Source: an optimization exercise on an open RTL-to-GDS flow (aim: small area). Production flows keep margins and buffers that such runs may drop. Only simulation tests tie the RTL to the original design; equivalence was not proved. No activity file was given, so power comes from the tool's default toggle rates.

## solver
module solver (
    input clk,
    input reset,
    input insert,
    input advance,
    input [3:0] value,
    output [40:0] solution
);
Size: roughly 1700 cells after synthesis, ~420 flip-flops, roughly 49 I/O pins, ~0.021 mm2 of cells after synthesis.
==> flow/config.mk <==
export PLATFORM = sky130hd
export DESIGN_NAME = solver
export DESIGN_NICKNAME = solver
export VERILOG_FILES = /design/flow/design.v
export SDC_FILE = /design/flow/constraint.sdc
export NUM_CORES = 4
export LEC_CHECK = 0
export CAP_MARGIN = 20
export CORE_MARGIN = 2
export CORE_UTILIZATION = 40
export SLEW_MARGIN = 20
==> flow/constraint.sdc <==
create_clock -name core_clock -period 9.0 [get_ports {clk}]
set_input_delay 1.8000 -clock core_clock [delete_from_list [all_inputs] [get_ports {clk}]]
set_output_delay 1.8000 -clock core_clock [all_outputs]
set_load 0.01 [all_outputs]
standard.sh (not shown) runs the stock make flow with config.mk's settings and CLKGATE_MAP_FILE= SYNTH_SCRIPT=/design/flow/synth_recipe.tcl, a recipe that flattens the netlist after the stock synthesis.
==> flow/flow/run.sh <==
#!/bin/bash
# Own layout flow: the standard ORFS layout (bash standard.sh), with clock tree
# synthesis run without dummy loads and with a chosen buffer and sink clustering.
# The flow's output goes to log_layout.txt in this folder; ORFS's own logs are
# under orfs/logs/.
set -euo pipefail
export CTS_ARGS="-sink_clustering_enable -repair_clock_nets -dont_use_dummy_load -sink_clustering_size 16 -sink_clustering_max_diameter 50 -buf_list sky130_fd_sc_hd__clkbuf_8"
bash standard.sh > log_layout.txt 2>&1
The baseline ran to the end with no violations.
Then changed:
==> flow/run.sh (new file) <==
#!/bin/bash
# synth_recipe.tcl (not shown) runs the flow's synth.tcl, then flattens the netlist and writes it again
# the make line also repeats each setting of config.mk as NAME=value (left out here)
make -C /OpenROAD-flow-scripts/flow DESIGN_CONFIG=/design/flow/config.mk WORK_HOME=/design/flow/orfs CLKGATE_MAP_FILE= SYNTH_SCRIPT=/design/flow/synth_recipe.tcl finish
removed: flow/flow/run.sh
removed: flow/standard.sh
What happened: Sequential share of layout area fell by 2.1 points. Routed wire length barely changes. Cell count rose by 1.7%.
Then changed:
==> flow/flow/run.sh (new file) <==
#!/bin/bash
# Own layout flow: the standard ORFS layout (bash standard.sh), with clock tree
# synthesis run without dummy loads and with a chosen buffer and sink clustering.
# The flow's output goes to log_layout.txt in this folder; ORFS's own logs are
# under orfs/logs/.
set -euo pipefail
export CTS_ARGS="-sink_clustering_enable -repair_clock_nets -dont_use_dummy_load -sink_clustering_size 10 -sink_clustering_max_diameter 40 -buf_list sky130_fd_sc_hd__clkbuf_4"
bash standard.sh > log_layout.txt 2>&1
==> flow/standard.sh (new file) <==
#!/bin/bash
# synth_recipe.tcl (not shown) runs the flow's synth.tcl, then flattens the netlist and writes it again
# the make line also repeats each setting of config.mk as NAME=value (left out here)
make -C /OpenROAD-flow-scripts/flow DESIGN_CONFIG=/design/flow/config.mk WORK_HOME=/design/flow/orfs CLKGATE_MAP_FILE= SYNTH_SCRIPT=/design/flow/synth_recipe.tcl "${@:-finish}"
removed: flow/run.sh
Result:
- The changed run completed with no timing, DRC or antenna violations
- die area is unchanged
- final area decreases by 4.2%
- clock power is lower by 49%
- synthesized cell count does not change
- area after synthesis is unchanged
- worst setup slack improves by 0.069 ns

* * *

== run A ==
Another version of the RTL of solver (not shown whole).
Size in the first run: ~1800 cells after synthesis, ~49 I/O pins, ~0.021 sq mm of cells after synthesis.
make LEC_CHECK=0 CAP_MARGIN=20 CORE_MARGIN=2 CORE_UTILIZATION=40 SLEW_MARGIN=20 finish   # period 9.0 ns
run.sh (not shown) runs the stock make flow with config.mk's settings and CLKGATE_MAP_FILE= SYNTH_SCRIPT=/design/flow/synth_recipe.tcl, a recipe that flattens the netlist after the stock synthesis.
Stock flow here: none of the scripts above is used.
Inputs modified between run A and run B:
- CTS_CLUSTER_SIZE newly set to 20
- CTS_CLUSTER_DIAMETER newly set to 50
- CTS_BUF_LIST newly set to sky130_fd_sc_hd__clkbuf_8
Results
- [compare] base=run A new=run B: area of all placed cells without fillers went down by 1.4%; clock power went down by about 20%.
- Result for run A and run B: all clean
- Total leakage power ends up higher on run A.
- Any difference in number of global-route vias before repair between run A and run B is small enough to ignore.
- Run B ended up with a higher sequential share of layout area than run A did.
- Run B vs run A: clock network power share down in run B
- The clock buffer instance count of the final layout of run B is lower than that of run A.
- Summary — met1 track demand over resource in global routing, run B relative to run A: higher, by 0.16 points.
For run C, these inputs were changed with respect to run B:
- CTS_BUF_LIST removed (was sky130_fd_sc_hd__clkbuf_8)
- CTS_CLUSTER_SIZE removed (was 20)
- CTS_CLUSTER_DIAMETER removed (was 50)
==> flow/flow/run.sh (new file) <==
#!/bin/bash
# Standard ORFS layout, but clock tree synthesis without dummy loads and with
# a chosen buffer and sink clustering.
set -euo pipefail
export CTS_ARGS="-sink_clustering_enable -repair_clock_nets -dont_use_dummy_load -sink_clustering_size 20 -sink_clustering_max_diameter 50 -buf_list sky130_fd_sc_hd__clkbuf_8"
bash standard.sh > standard_flow.log 2>&1
==> flow/standard.sh (new file) <==
#!/bin/bash
# synth_recipe.tcl (not shown) runs the flow's synth.tcl, then flattens the netlist and writes it again
# the make line also repeats each setting of config.mk as NAME=value (left out here)
make -C /OpenROAD-flow-scripts/flow DESIGN_CONFIG=/design/flow/config.mk WORK_HOME=/design/flow/orfs CLKGATE_MAP_FILE= SYNTH_SCRIPT=/design/flow/synth_recipe.tcl "${@:-finish}"
removed: flow/run.sh
Findings:
The higher share of post-route cells with drive strength above 1 of run B and run C is in run B.
Comparing run B against run C, there is no change at all in pre-CTS setup slack.
Run C ended with every stage complete and zero timing, DRC or antenna violations.
Re number of clock-tree buffers in the layout: run C is 2 down on run B.
Run C vs. run B: post-cts repair resize count has remained practically unchanged, top achievable clock speed has decreased, area of the multi-input gates has remained practically unchanged, wire length after detailed routing has remained practically unchanged, final cell count has decreased.
The lower share of total power consumed by net switching of run B and run C is in run C.
Via count of the routed design in run C is 196 below run B.
The following lists how run D was set up differently from run C:
- CTS_BUF_LIST: unset -> sky130_fd_sc_hd__clkbuf_4
- CTS_CLUSTER_SIZE: unset -> 30
==> flow/run.sh (new file) <==
#!/bin/bash
# synth_recipe.tcl (not shown) runs the flow's synth.tcl, then flattens the netlist and writes it again
# the make line also repeats each setting of config.mk as NAME=value (left out here)
make -C /OpenROAD-flow-scripts/flow DESIGN_CONFIG=/design/flow/config.mk WORK_HOME=/design/flow/orfs CLKGATE_MAP_FILE= SYNTH_SCRIPT=/design/flow/synth_recipe.tcl finish
removed: flow/flow/run.sh
removed: flow/standard.sh
Notes after the runs:
Relative to run C, the number of nets at the end of the flow measured on run D has increased by a few percent.
Measured against each other, run C and run D differ in normalized max-slew margin, the lower figure coming from run C.
| sequential cell count | run C vs run D | ≈ equal |
In run D, synthesis-to-layout area growth is higher than in run C.
[run D] via count rose about 3.5% relative to run C
Cmp run C and run D / register-to-register slack / higher: run C
First-pass GRT wire length: run D vs run C up 1500 microns
Looking at sequential share of layout area, run D sits 1.9 points below run C.
Going from run C to run D, the clock period minus worst slack was found to have gone down by 230 ps.

## port drivers added, routing unchanged
Ports are ideal in the flow. The routed layouts listed here were re-timed in OpenROAD.
Step 1 assumes that a clkbuf_16 drives the clock port and a buf_2 every other input.
Step 2 times the ports against the registers' clock, not the clock port: input delays grow and output delays shrink by t, the midpoint of the rising clock arrivals with the driver on.
a / b / c = ideal / step 1 / step 2; a / b = the first two.
run | t, ns | setup WS [ns] | worst slew at a driven data input, ns | cell pins on the clock port's net
the first run of note 1 | 0.665 | 0.888 / 0.888 / 0.666 | 0.04 | 1
the second run of note 1 | 0.625 | 0.881 / 0.881 / 0.701 | 0.04 | 1
the third run of note 1 | 0.817 | 0.950 / 0.950 / 0.678 | 0.04 | 1
run A | 0.623 | 0.350 / 0.375 / -0.249 | 0.03 | 1
run B | 0.704 | 0.374 / 0.401 / -0.303 | 0.03 | 1
run C | 0.660 | 0.330 / 0.357 / -0.304 | 0.03 | 1
run D | 0.896 | 0.565 / 0.591 / -0.305 | 0.03 | 1
With both steps, setup timing fails in run A, run B, run C and run D, where it was met with ideal ports. The setup slack of run D, which loses most, moves by +0.026 ns with the drivers and by -0.870 ns with both steps.
